Source: an optimization exercise on an open RTL-to-GDS flow (aim: small area, a short achievable clock period and few clock cycles). Production flows keep margins and buffers that such runs may drop. The RTL was checked by simulation tests, not by an equivalence proof against the original design. No activity file was given, so power comes from the tool's default toggle rates.

==> flow/design.v <==
`timescale 1ns / 1ps
module filtering(
    output reg [7:0] out,
    output reg out_valid,
    output reg [15:0] addr_edge,
    output reg finished,
    output reg [15:0] addr_im,
    input  [7:0] dout_im,
    input start,
    input rst,
    input clk
    );
   localparam M = 8;
   reg [7:0] px [1:2*M];
   integer i;
   wire [7:0] pa = px[2*M];
   wire [7:0] pb = px[M];
   wire [7:0] pc = dout_im;
   wire [7:0] npc = ~pc;
   reg [8:0] lr, rr, er;      
   reg [8:0] lr1, rr1;        
   reg [9:0] xs, ys;          
   wire [8:0] nrr1 = ~rr1;
   wire [8:0] nrr  = ~rr;
   always @(posedge clk) begin
      px[1] <= dout_im;
      for (i = 2; i <= 2*M; i = i + 1) px[i] <= px[i-1];
      lr  <= pa + pb;
      rr  <= pb + pc;
      er  <= pa + npc;
      lr1 <= lr;
      rr1 <= rr;
      xs  <= lr1 + er;
      ys  <= er + nrr1;
   end
   reg [10:0] us, vs;         
   always @(posedge clk) begin
      us <= xs + nrr;
      vs <= ys + lr;
   end
   wire edge_hit = (us >= 11'd866) || (us <= 11'd666) || (vs >= 11'd866) || (vs <= 11'd666);
   reg       pend;           
   reg       run;
   reg [2:0] j;
   reg [2:0] xh;
   wire [4:0] xl = addr_im[4:0];
   reg       j7;             
   reg       xe;             
   reg       s0;             
   reg       fv, fl;         
   wire x_ge2 = xh != 0 || xl >= 2;
   wire x_ge3 = xh != 0 || xl >= 3;
   wire x_0   = xh == 0 && xl == 0;
   wire x_2   = xh == 0 && xl == 2;
   reg       fj1, fj2, fs;   
   wire [8:0] ae_222 = {1'b0, addr_edge[7:0]} + 9'd222;
   wire [8:0] ae_35  = {1'b0, addr_edge[7:0]} + 9'd35;
   wire [8:0] ae_205 = {1'b0, addr_edge[7:0]} + 9'd205;
   wire [8:0] ae_lo  = fv ? ae_222 : (fj1 ? (fs ? ae_35 : ae_205) : {1'b0, addr_edge[7:0]});
   wire [7:0] ae_hi_inc = addr_edge[15:8] + 8'd1;
   wire [7:0] ae_hi_jmp = addr_edge[15:8] + (fs ? 8'd255 : 8'd250);
   always @(posedge clk) begin
      if (rst) begin
         pend <= 0;
         run <= 0;
         fv <= 0;
         fl <= 0;
         out_valid <= 0;
         finished <= 0;
      end else begin
         pend <= start && !run && !pend;
         if (start && !run && !pend) finished <= 0;
         if (pend) run <= 1;
         fv <= run && ((j >= 4 && x_ge2) || (j <= 1 && (x_ge3 || (x_0 && !s0))));
         fl <= run && j == 1 && addr_im == 16'd49952;
         out_valid <= fv;
         if (fl) begin
            finished <= 1;
            run <= 0;
         end
      end
   end
   always @(posedge clk) begin
      if (pend) begin
         addr_im <= 0;
         j <= 0;
         j7 <= 0;
         xh <= 0;
         xe <= 0;
         s0 <= 1;
         addr_edge <= 16'hFFFF;
      end else begin
         if (run) begin
            j <= j + 1;
            j7 <= j == 6;
            xe <= xh == 6 && xl == 31;
            if (j7) begin
               if (xe)
                  addr_im <= addr_im - 16'd447;
               else
                  addr_im <= addr_im - 16'd1567;
            end else
               addr_im <= addr_im + 16'd224;
            if (j7) begin
               if (xe) begin
                  xh <= 0;
                  s0 <= 0;
               end else if (xl == 31)
                  xh <= xh + 1;
            end
         end
         addr_edge[7:0] <= ae_lo[7:0];
         if (fj2)
            addr_edge[15:8] <= ae_hi_jmp;
         else if (ae_lo[8])
            addr_edge[15:8] <= ae_hi_inc;
      end
      fj1 <= run && j == 2 && x_ge2;
      fj2 <= run && j == 3 && x_ge2;
      fs <= x_2;
      out <= edge_hit ? 8'd0 : 8'd255;
   end
endmodule
Settings: LEC_CHECK=0, ABC_AREA=1, CAP_MARGIN=20, CORE_MARGIN=2, CORE_UTILIZATION=60, CTS_BUF_LIST=sky130_fd_sc_hd__clkbuf_8, CTS_CLUSTER_DIAMETER=40, CTS_CLUSTER_SIZE=20, SETUP_SLACK_MARGIN=2.5, SLEW_MARGIN=20; clock period 4.5 ns.
standard.sh (not shown) runs the stock make flow with config.mk's settings and CLKGATE_MAP_FILE= SYNTH_SCRIPT=/design/flow/synth_recipe.tcl, a recipe that flattens the netlist after the stock synthesis.
==> flow/flow/run.sh <==
#!/bin/bash
# The standard layout (standard.sh), with the port buffers that
# global placement inserts made from buf_2 cells instead of the
# resizer's default choice. Each tool's output goes to standard.log;
# ORFS keeps its per-step logs under orfs/logs.
set -euo pipefail
bash standard.sh BUFFER_PORTS_ARGS="-buffer_cell sky130_fd_sc_hd__buf_2" finish > standard.log 2>&1
Testbench counts at the start, summed over its fixed seeds: cycles 795,708.
Change:
--- a/flow/design.v
+++ b/flow/design.v
@@ -30,18 +30,17 @@
       er  <= pa + npc;
       lr1 <= lr;
       rr1 <= rr;
       xs  <= lr1 + er;
       ys  <= er + nrr1;
    end
-   reg [10:0] us, vs;         
-   always @(posedge clk) begin
-      us <= xs + nrr;
-      vs <= ys + lr;
-   end
-   wire edge_hit = (us >= 11'd866) || (us <= 11'd666) || (vs >= 11'd866) || (vs <= 11'd666);
+   wire [11:0] u_hi = xs + nrr + 12'd1182;    
+   wire [11:0] u_lo = xs + nrr + 12'd1381;    
+   wire [11:0] v_hi = ys + lr + 12'd1182;
+   wire [11:0] v_lo = ys + lr + 12'd1381;
+   wire edge_hit = u_hi[11] || !u_lo[11] || v_hi[11] || !v_lo[11];
    reg       pend;           
    reg       run;
    reg [2:0] j;
    reg [2:0] xh;
    wire [4:0] xl = addr_im[4:0];
    reg       j7;             
@@ -68,14 +67,14 @@
          out_valid <= 0;
          finished <= 0;
       end else begin
          pend <= start && !run && !pend;
          if (start && !run && !pend) finished <= 0;
          if (pend) run <= 1;
-         fv <= run && ((j >= 4 && x_ge2) || (j <= 1 && (x_ge3 || (x_0 && !s0))));
-         fl <= run && j == 1 && addr_im == 16'd49952;
+         fv <= run && ((j >= 3 && x_ge2) || (j == 0 && (x_ge3 || (x_0 && !s0))));
+         fl <= run && j == 0 && addr_im == 16'd49728;
          out_valid <= fv;
          if (fl) begin
             finished <= 1;
             run <= 0;
          end
       end
@@ -112,12 +111,12 @@
          addr_edge[7:0] <= ae_lo[7:0];
          if (fj2)
             addr_edge[15:8] <= ae_hi_jmp;
          else if (ae_lo[8])
             addr_edge[15:8] <= ae_hi_inc;
       end
-      fj1 <= run && j == 2 && x_ge2;
-      fj2 <= run && j == 3 && x_ge2;
+      fj1 <= run && j == 1 && x_ge2;
+      fj2 <= run && j == 2 && x_ge2;
       fs <= x_2;
       out <= edge_hit ? 8'd0 : 8'd255;
    end
 endmodule
Setup slack gets worse by 53 ps; utilization went up by 3.2 points; sequential power went down by 13%; synthesized area went down by 4.7%; clock power went down by 11%; final cell count went down by 0.81%.
Testbench counts after the change, summed over its fixed seeds: cycles 795,696.

what the ideal ports hide:
Ports are ideal in the flow. The routed layouts listed here were re-timed in OpenROAD. Step 1 (the two cells are an assumption about what drives the block):
set clk [get_ports {clk}]
set_driving_cell -lib_cell sky130_fd_sc_hd__clkbuf_16 $clk
set_driving_cell -lib_cell sky130_fd_sc_hd__buf_2 [delete_from_list [all_inputs] $clk]
Step 2 moves the port delays by t, midway between the first and last clock arrival at a register: inputs arrive t later, outputs are due t later. That takes back most of the time a late clock gives input paths. Slacks: ideal ports / drivers / drivers and shift; pairs: ideal ports / drivers.
run	t, ns	setup slack, ns	pins driven straight from the clock port
the first run	0.567	2.539 / 2.496 / 2.126	1
the second run	0.599	2.486 / 2.445 / 2.013	1
After both steps every run listed still meets setup and hold. For the second run, which loses most, drivers alone change the setup slack by -0.041 ns; drivers and shift together by -0.473 ns.
